This design comes from an exercise in tuning for small area, a short achievable clock period and few clock cycles on the open sky130 flow, not from production work.
Function was checked by simulation only, so behaviour that the tests miss may differ from the original.
The clock port is modelled as an ideal driver, which makes a skipped or thinned clock tree look cheaper than it is; a real chip needs a root buffer or a tree.
Power is estimated from default activity; no workload was simulated.

== the reference run ==
==> module linear_layer_with_mem, before the edit <==
module linear_layer_with_mem #(
    parameter DATA_WIDTH    = 8,
    parameter W_WIDTH       = 8,
    parameter ACC_WIDTH     = 32,
    parameter ADDR_WIDTH    = 8,
    parameter DATABUS_WIDTH = 32,
    parameter N = 8,
    parameter M = 8
)(
    input  wire clk,
    input  wire rst,
    input  wire start,
    input  wire [ADDR_WIDTH-1:0] activ_base,
    input  wire [ADDR_WIDTH-1:0] weight_base,
    input  wire [ADDR_WIDTH-1:0] bias_base,
    input  wire [ADDR_WIDTH-1:0] output_base,
    output reg mem_w,
    output reg mem_sel,
    output reg done,
    output reg out_valid,
    output wire [ADDR_WIDTH-1:0]    address_bus,
    input  wire [DATABUS_WIDTH-1:0] data_bus_in,
    output wire [DATABUS_WIDTH-1:0] data_bus_out,
    input  wire                     ready
);
    localparam PH_IDLE = 3'b100, PH_ACT = 3'b000, PH_BIAS = 3'b001,
               PH_WGT = 3'b010, PH_OUT = 3'b011, PH_DONE = 3'b111;
    reg [2:0] phase;
    reg [2:0] i, j;        
    reg [1:0] k;           
    reg       busy;        
    reg       rdy_q, rdy_qq, rdy_q3;   
    reg       ov1;
    reg [7:0]  act [0:7];
    reg [8:0]  wq;         
    reg [15:0] bl;         
    reg        pneg;       
    reg        psgn;       
    reg [31:0] r;
    reg [7:0]  address;
    assign address_bus  = address;
    assign data_bus_out = r;
    wire xfer = mem_sel & ready;
    wire [2:0] trip = wq[2:0];
    wire [7:0] a = act[0];
    wire s_neg = trip[2] & ~(trip[1] & trip[0]);
    wire s_one = trip[1] ^ trip[0];
    wire s_two = (trip[2] & ~trip[1] & ~trip[0]) | (~trip[2] & trip[1] & trip[0]);
    wire [9:0] ppx = (({10{s_one}} & {{2{a[7]}}, a}) |
                      ({10{s_two}} & {a[7], a, 1'b0})) ^ {10{s_neg}};
    reg  [15:0] bsh;
    always @* begin
        case (k)
            2'd0: bsh = {{6{ppx[9]}}, ppx};
            2'd1: bsh = {{4{ppx[9]}}, ppx, {2{s_neg}}};
            2'd2: bsh = {{2{ppx[9]}}, ppx, {4{s_neg}}};
            default: bsh = {ppx, {6{s_neg}}};
        endcase
    end
    wire [15:0] bl_n   = busy ? bsh : 16'd0;
    wire        pneg_n = busy & s_neg;
    wire        psgn_n = busy & ppx[9];
    wire [15:0] lsum;
    wire        c16;
    llwm_add16 u_add (.a(r[15:0]), .b(bl), .ci(pneg), .s(lsum), .co(c16));
    wire [15:0] hpm;
    llwm_hi u_hi (.h(r[31:16]), .sgn(psgn), .o(hpm));
    wire [31:0] sum = {r[31:16] ^ (hpm & {16{c16 ^ psgn}}), lsum};
    reg [7:0] nbase;
    always @* begin
        case (phase[1:0])
            2'd0: nbase = activ_base;
            2'd1: nbase = bias_base;
            2'd2: nbase = weight_base;
            default: nbase = output_base;
        endcase
    end
    wire [5:0] off  = {i & {3{phase[1] & ~phase[0]}}, j | (i & {3{phase[0]}})};
    wire [5:0] offg = off & {6{rdy_q3}};
    wire [7:0] addr_n = (phase[2] | rdy_qq) ? nbase : address + {2'd0, offg};
    wire last_w = (phase == PH_WGT) & (j == 3'd7);
    always @(posedge clk or posedge rst) begin
        if (rst) begin
            phase <= PH_IDLE;
            i <= 0; j <= 0; k <= 0;
            busy <= 0; rdy_q <= 0; rdy_qq <= 0; rdy_q3 <= 0;
            mem_sel <= 0; mem_w <= 0;
            done <= 0; out_valid <= 0; ov1 <= 0;
        end else begin
            rdy_q <= xfer;
            rdy_qq <= rdy_q;
            rdy_q3 <= rdy_qq;
            ov1 <= xfer & mem_w;
            out_valid <= (xfer & mem_w) | ov1;
            mem_w <= (phase == PH_OUT);
            if (busy) begin
                k <= k + 2'd1;
                if (k == 2'd3) busy <= 0;
            end
            if (xfer && phase == PH_WGT) busy <= 1;
            if (xfer && phase == PH_OUT && i == 3'd7) done <= 1;
            if (phase == PH_IDLE)
                mem_sel <= start;
            else if (phase != PH_DONE && !done)
                mem_sel <= ~xfer & ~(rdy_q & last_w) & ~(rdy_qq & (phase == PH_OUT));
            else
                mem_sel <= 0;
            case (phase)
                PH_IDLE: if (start) phase <= PH_ACT;
                PH_DONE: ;
                default: if (rdy_q) begin
                    case (phase)
                        PH_ACT: begin
                            j <= j + 3'd1;
                            if (j == 3'd7) phase <= PH_BIAS;
                        end
                        PH_BIAS: phase <= PH_WGT;
                        PH_WGT: begin
                            j <= j + 3'd1;
                            if (j == 3'd7) phase <= PH_OUT;
                        end
                        default: begin
                            i <= i + 3'd1;
                            phase <= (i == 3'd7) ? PH_DONE : PH_BIAS;
                        end
                    endcase
                end
            endcase
        end
    end
    wire rot = busy & (k == 2'd3);
    wire act_ph = (phase == PH_ACT);
    wire act_last = rdy_q & (j == 3'd7);
    integer n;
    always @(posedge clk) begin
        address <= addr_n;
        wq <= busy ? {2'b00, wq[8:2]} : {data_bus_in[7:0], 1'b0};
        bl <= bl_n;
        pneg <= pneg_n;
        psgn <= psgn_n;
        if (act_ph && !act_last)
            act[7] <= data_bus_in[7:0];
        else if (rot)
            act[7] <= act[0];
        if ((act_ph && rdy_q && !act_last) || rot)
            for (n = 0; n < 7; n = n + 1) act[n] <= act[n+1];
        r <= (phase == PH_BIAS && !rdy_q) ? data_bus_in : sum;
    end
endmodule
==> flow/config.mk <==
export PLATFORM = sky130hd
export DESIGN_NAME = linear_layer_with_mem
export DESIGN_NICKNAME = linear_layer_with_mem
export VERILOG_FILES = /design/flow/design.v
export SDC_FILE = /design/flow/constraint.sdc
export NUM_CORES = 8
export LEC_CHECK = 0
export CAP_MARGIN = 20
export CORE_MARGIN = 2
export CORE_UTILIZATION = 65
export SLEW_MARGIN = 20
==> flow/constraint.sdc <==
create_clock -name core_clock -period 11.0 [get_ports {clk}]
set_input_delay 2.2000 -clock core_clock [delete_from_list [all_inputs] [get_ports {clk}]]
set_output_delay 2.2000 -clock core_clock [all_outputs]
set_load 0.01 [all_outputs]
standard.sh (not shown) runs the stock make flow with config.mk's settings and CLKGATE_MAP_FILE= SYNTH_SCRIPT=/design/flow/synth_recipe.tcl, a recipe that flattens the netlist after the stock synthesis.
==> flow/flow/run.sh <==
#!/bin/bash
# Own layout flow: the standard ORFS flow (standard.sh; the synthesis is
# the standard one, run first on its own), with
#  - the make settings listed in flow/knobs.txt (one per line, @WORK@ stands
#    for the work folder): small port buffers and timing repair aimed past the
#    clock period;
#  - the clock tree built by flow/mycts.tcl instead of TritonCTS: the clock
#    port drives a few clkbuf_16 cells, each driving the flip-flops of one
#    region, all with the same number of buffers on the clock path. Only that
#    call in a copy of ORFS's cts.tcl is changed.
# Each tool's full output goes to its ORFS log under orfs/logs/; make's own
# output goes to flow_make_*.log in the work folder.
set -euo pipefail
args=()
while IFS= read -r line; do
  [[ -z "$line" || "$line" == \#* ]] && continue
  args+=("${line//@WORK@/$PWD}")
done < flow/knobs.txt
bash standard.sh "${args[@]}" synth > flow_make_synth.log 2>&1
rm -rf myscripts
cp -r "$FLOW_HOME/scripts" myscripts
python3 - <<'PY'
p = 'myscripts/cts.tcl'
s = open(p).read()
old = 'log_cmd clock_tree_synthesis {*}$cts_args'
assert s.count(old) == 1
s = s.replace(old, 'source $::env(MYCTS_TCL)\nmy_cts_auto')
open(p, 'w').write(s)
PY
bash standard.sh "${args[@]}" "SCRIPTS_DIR=$PWD/myscripts" "MYCTS_TCL=$PWD/flow/mycts.tcl" finish > flow_make_finish.log 2>&1
Other scripts of this flow, unchanged in this note and not shown: flow/flow/knobs.txt, flow/flow/mycts.tcl, flow/flow/pre_gpl.tcl
The reference run completed every stage of the flow, and the final layout passed the timing, design-rule and antenna checks.
Testbench counts of the reference run, summed over its fixed seeds: cycles 85,824.
Input-level comparison between the trial run and the reference run:
diff --git a/flow/design.v b/flow/design.v
--- a/flow/design.v
+++ b/flow/design.v
@@ -29,40 +29,50 @@
     reg [2:0] i, j;        
     reg [1:0] k;           
     reg       busy;        
     reg       rdy_q, rdy_qq, rdy_q3;   
     reg       ov1;
     reg [7:0]  act [0:7];
-    reg [8:0]  wq;         
+    reg [6:0]  wq;         
     reg [15:0] bl;         
     reg        pneg;       
     reg        psgn;       
     reg [31:0] r;
     reg [7:0]  address;
     assign address_bus  = address;
     assign data_bus_out = r;
     wire xfer = mem_sel & ready;
+    wire [7:0] a = act[0];
+    wire [9:0] ax = {{2{a[7]}}, a};
+    wire [1:0] w = data_bus_in[1:0];
+    reg  [9:0] ppx0;
+    always @* begin
+        case (w)
+            2'd0: ppx0 = 10'd0;
+            2'd1: ppx0 = ax;
+            2'd2: ppx0 = ~{ax[8:0], 1'b0};
+            default: ppx0 = ~ax;
+        endcase
+    end
     wire [2:0] trip = wq[2:0];
-    wire [7:0] a = act[0];
     wire s_neg = trip[2] & ~(trip[1] & trip[0]);
     wire s_one = trip[1] ^ trip[0];
     wire s_two = (trip[2] & ~trip[1] & ~trip[0]) | (~trip[2] & trip[1] & trip[0]);
-    wire [9:0] ppx = (({10{s_one}} & {{2{a[7]}}, a}) |
-                      ({10{s_two}} & {a[7], a, 1'b0})) ^ {10{s_neg}};
+    wire [9:0] ppx = (({10{s_one}} & ax) | ({10{s_two}} & {ax[8:0], 1'b0})) ^ {10{s_neg}};
     reg  [15:0] bsh;
     always @* begin
         case (k)
-            2'd0: bsh = {{6{ppx[9]}}, ppx};
-            2'd1: bsh = {{4{ppx[9]}}, ppx, {2{s_neg}}};
-            2'd2: bsh = {{2{ppx[9]}}, ppx, {4{s_neg}}};
+            2'd0: bsh = {{4{ppx[9]}}, ppx, {2{s_neg}}};
+            2'd1: bsh = {{2{ppx[9]}}, ppx, {4{s_neg}}};
             default: bsh = {ppx, {6{s_neg}}};
         endcase
     end
-    wire [15:0] bl_n   = busy ? bsh : 16'd0;
-    wire        pneg_n = busy & s_neg;
-    wire        psgn_n = busy & ppx[9];
+    wire new_w = xfer & (phase == PH_WGT);
+    wire [15:0] bl_n   = new_w ? {{6{ppx0[9]}}, ppx0} : busy ? bsh : 16'd0;
+    wire        pneg_n = new_w ? w[1] : busy & s_neg;
+    wire        psgn_n = new_w ? ppx0[9] : busy & ppx[9];
     wire [15:0] lsum;
     wire        c16;
     llwm_add16 u_add (.a(r[15:0]), .b(bl), .ci(pneg), .s(lsum), .co(c16));
     wire [15:0] hpm;
     llwm_hi u_hi (.h(r[31:16]), .sgn(psgn), .o(hpm));
     wire [31:0] sum = {r[31:16] ^ (hpm & {16{c16 ^ psgn}}), lsum};
@@ -75,13 +85,12 @@
             default: nbase = output_base;
         endcase
     end
     wire [5:0] off  = {i & {3{phase[1] & ~phase[0]}}, j | (i & {3{phase[0]}})};
     wire [5:0] offg = off & {6{rdy_q3}};
     wire [7:0] addr_n = (phase[2] | rdy_qq) ? nbase : address + {2'd0, offg};
-    wire last_w = (phase == PH_WGT) & (j == 3'd7);
     always @(posedge clk or posedge rst) begin
         if (rst) begin
             phase <= PH_IDLE;
             i <= 0; j <= 0; k <= 0;
             busy <= 0; rdy_q <= 0; rdy_qq <= 0; rdy_q3 <= 0;
             mem_sel <= 0; mem_w <= 0;
@@ -91,21 +100,21 @@
             rdy_qq <= rdy_q;
             rdy_q3 <= rdy_qq;
             ov1 <= xfer & mem_w;
             out_valid <= (xfer & mem_w) | ov1;
             mem_w <= (phase == PH_OUT);
             if (busy) begin
-                k <= k + 2'd1;
-                if (k == 2'd3) busy <= 0;
+                k <= (k == 2'd2) ? 2'd0 : k + 2'd1;
+                if (k == 2'd2) busy <= 0;
             end
             if (xfer && phase == PH_WGT) busy <= 1;
             if (xfer && phase == PH_OUT && i == 3'd7) done <= 1;
             if (phase == PH_IDLE)
                 mem_sel <= start;
             else if (phase != PH_DONE && !done)
-                mem_sel <= ~xfer & ~(rdy_q & last_w) & ~(rdy_qq & (phase == PH_OUT));
+                mem_sel <= ~xfer;
             else
                 mem_sel <= 0;
             case (phase)
                 PH_IDLE: if (start) phase <= PH_ACT;
                 PH_DONE: ;
                 default: if (rdy_q) begin
@@ -125,19 +134,19 @@
                         end
                     endcase
                 end
             endcase
         end
     end
-    wire rot = busy & (k == 2'd3);
+    wire rot = busy & (k == 2'd2);
     wire act_ph = (phase == PH_ACT);
     wire act_last = rdy_q & (j == 3'd7);
     integer n;
     always @(posedge clk) begin
         address <= addr_n;
-        wq <= busy ? {2'b00, wq[8:2]} : {data_bus_in[7:0], 1'b0};
+        wq <= busy ? {2'b00, wq[6:2]} : data_bus_in[7:1];
         bl <= bl_n;
         pneg <= pneg_n;
         psgn <= psgn_n;
         if (act_ph && !act_last)
             act[7] <= data_bus_in[7:0];
         else if (rot)
[summary]
The trial run ends up with higher layout overhead on the synthesized area than the reference run does.
The trial run against the reference run: peak supply drop climbed 0.000020 V, max-slew headroom at the worst pin climbed 8.9 points, die area climbed 1.9%, first-pass GRT wire length climbed 9.6%, post-layout worst setup margin dropped 0.011 ns.
Compared with the reference run, post-route cell area in the trial run increased by a few percent.
Between the trial run and the reference run, it is the trial run whose routed wire length is higher, by 710 um.
In the trial run, mux contribution to synthesized area is higher than in the reference run.
Diff the reference run -> the trial run: sequential share of layout area fell by 1.9 points, proportion of synthesized chip area in sequential cells fell by 1.8 points.
The estimated power of the trial run ends up higher than the estimate for the reference run.
Compared with the reference run, the trial run supports a lower clock frequency.
Between the reference run and the trial run, the flow reports total routed wire length on the met1 layer increasing by a few percent.
Testbench counts of the trial run, summed over its fixed seeds: cycles 84,288.
In every run of this note, the design's own scripts or RTL, not TritonCTS, make the clock network.

## static timing again, ports no longer ideal
Ports are ideal in the flow. The routed layouts listed here were re-timed in OpenROAD. Step 1, drivers: a clkbuf_16 drives clk and a buf_2 each remaining input, both assumed. Step 2 times the ports against the registers' clock, not the clock port: input delays grow and output delays shrink by t, the midpoint of the rising clock arrivals with the driver on. Slacks: ideal ports / drivers / drivers and shift; pairs: ideal ports / drivers.
run	t (ns)	setup slack, ns	worst setup path at the end	worst register clock-pin slew, ns	pins driven straight from the clock port
the reference run	0.329	8.021 / 7.946 / 7.958	input to register	0.09 / 0.09	4
the trial run	0.326	8.010 / 7.935 / 7.885	input to register	0.08 / 0.08	4
After both steps setup and hold are still met in every run listed. The setup slack of the trial run, which loses most, moves by -0.075 ns with the drivers and by -0.125 ns with both steps.
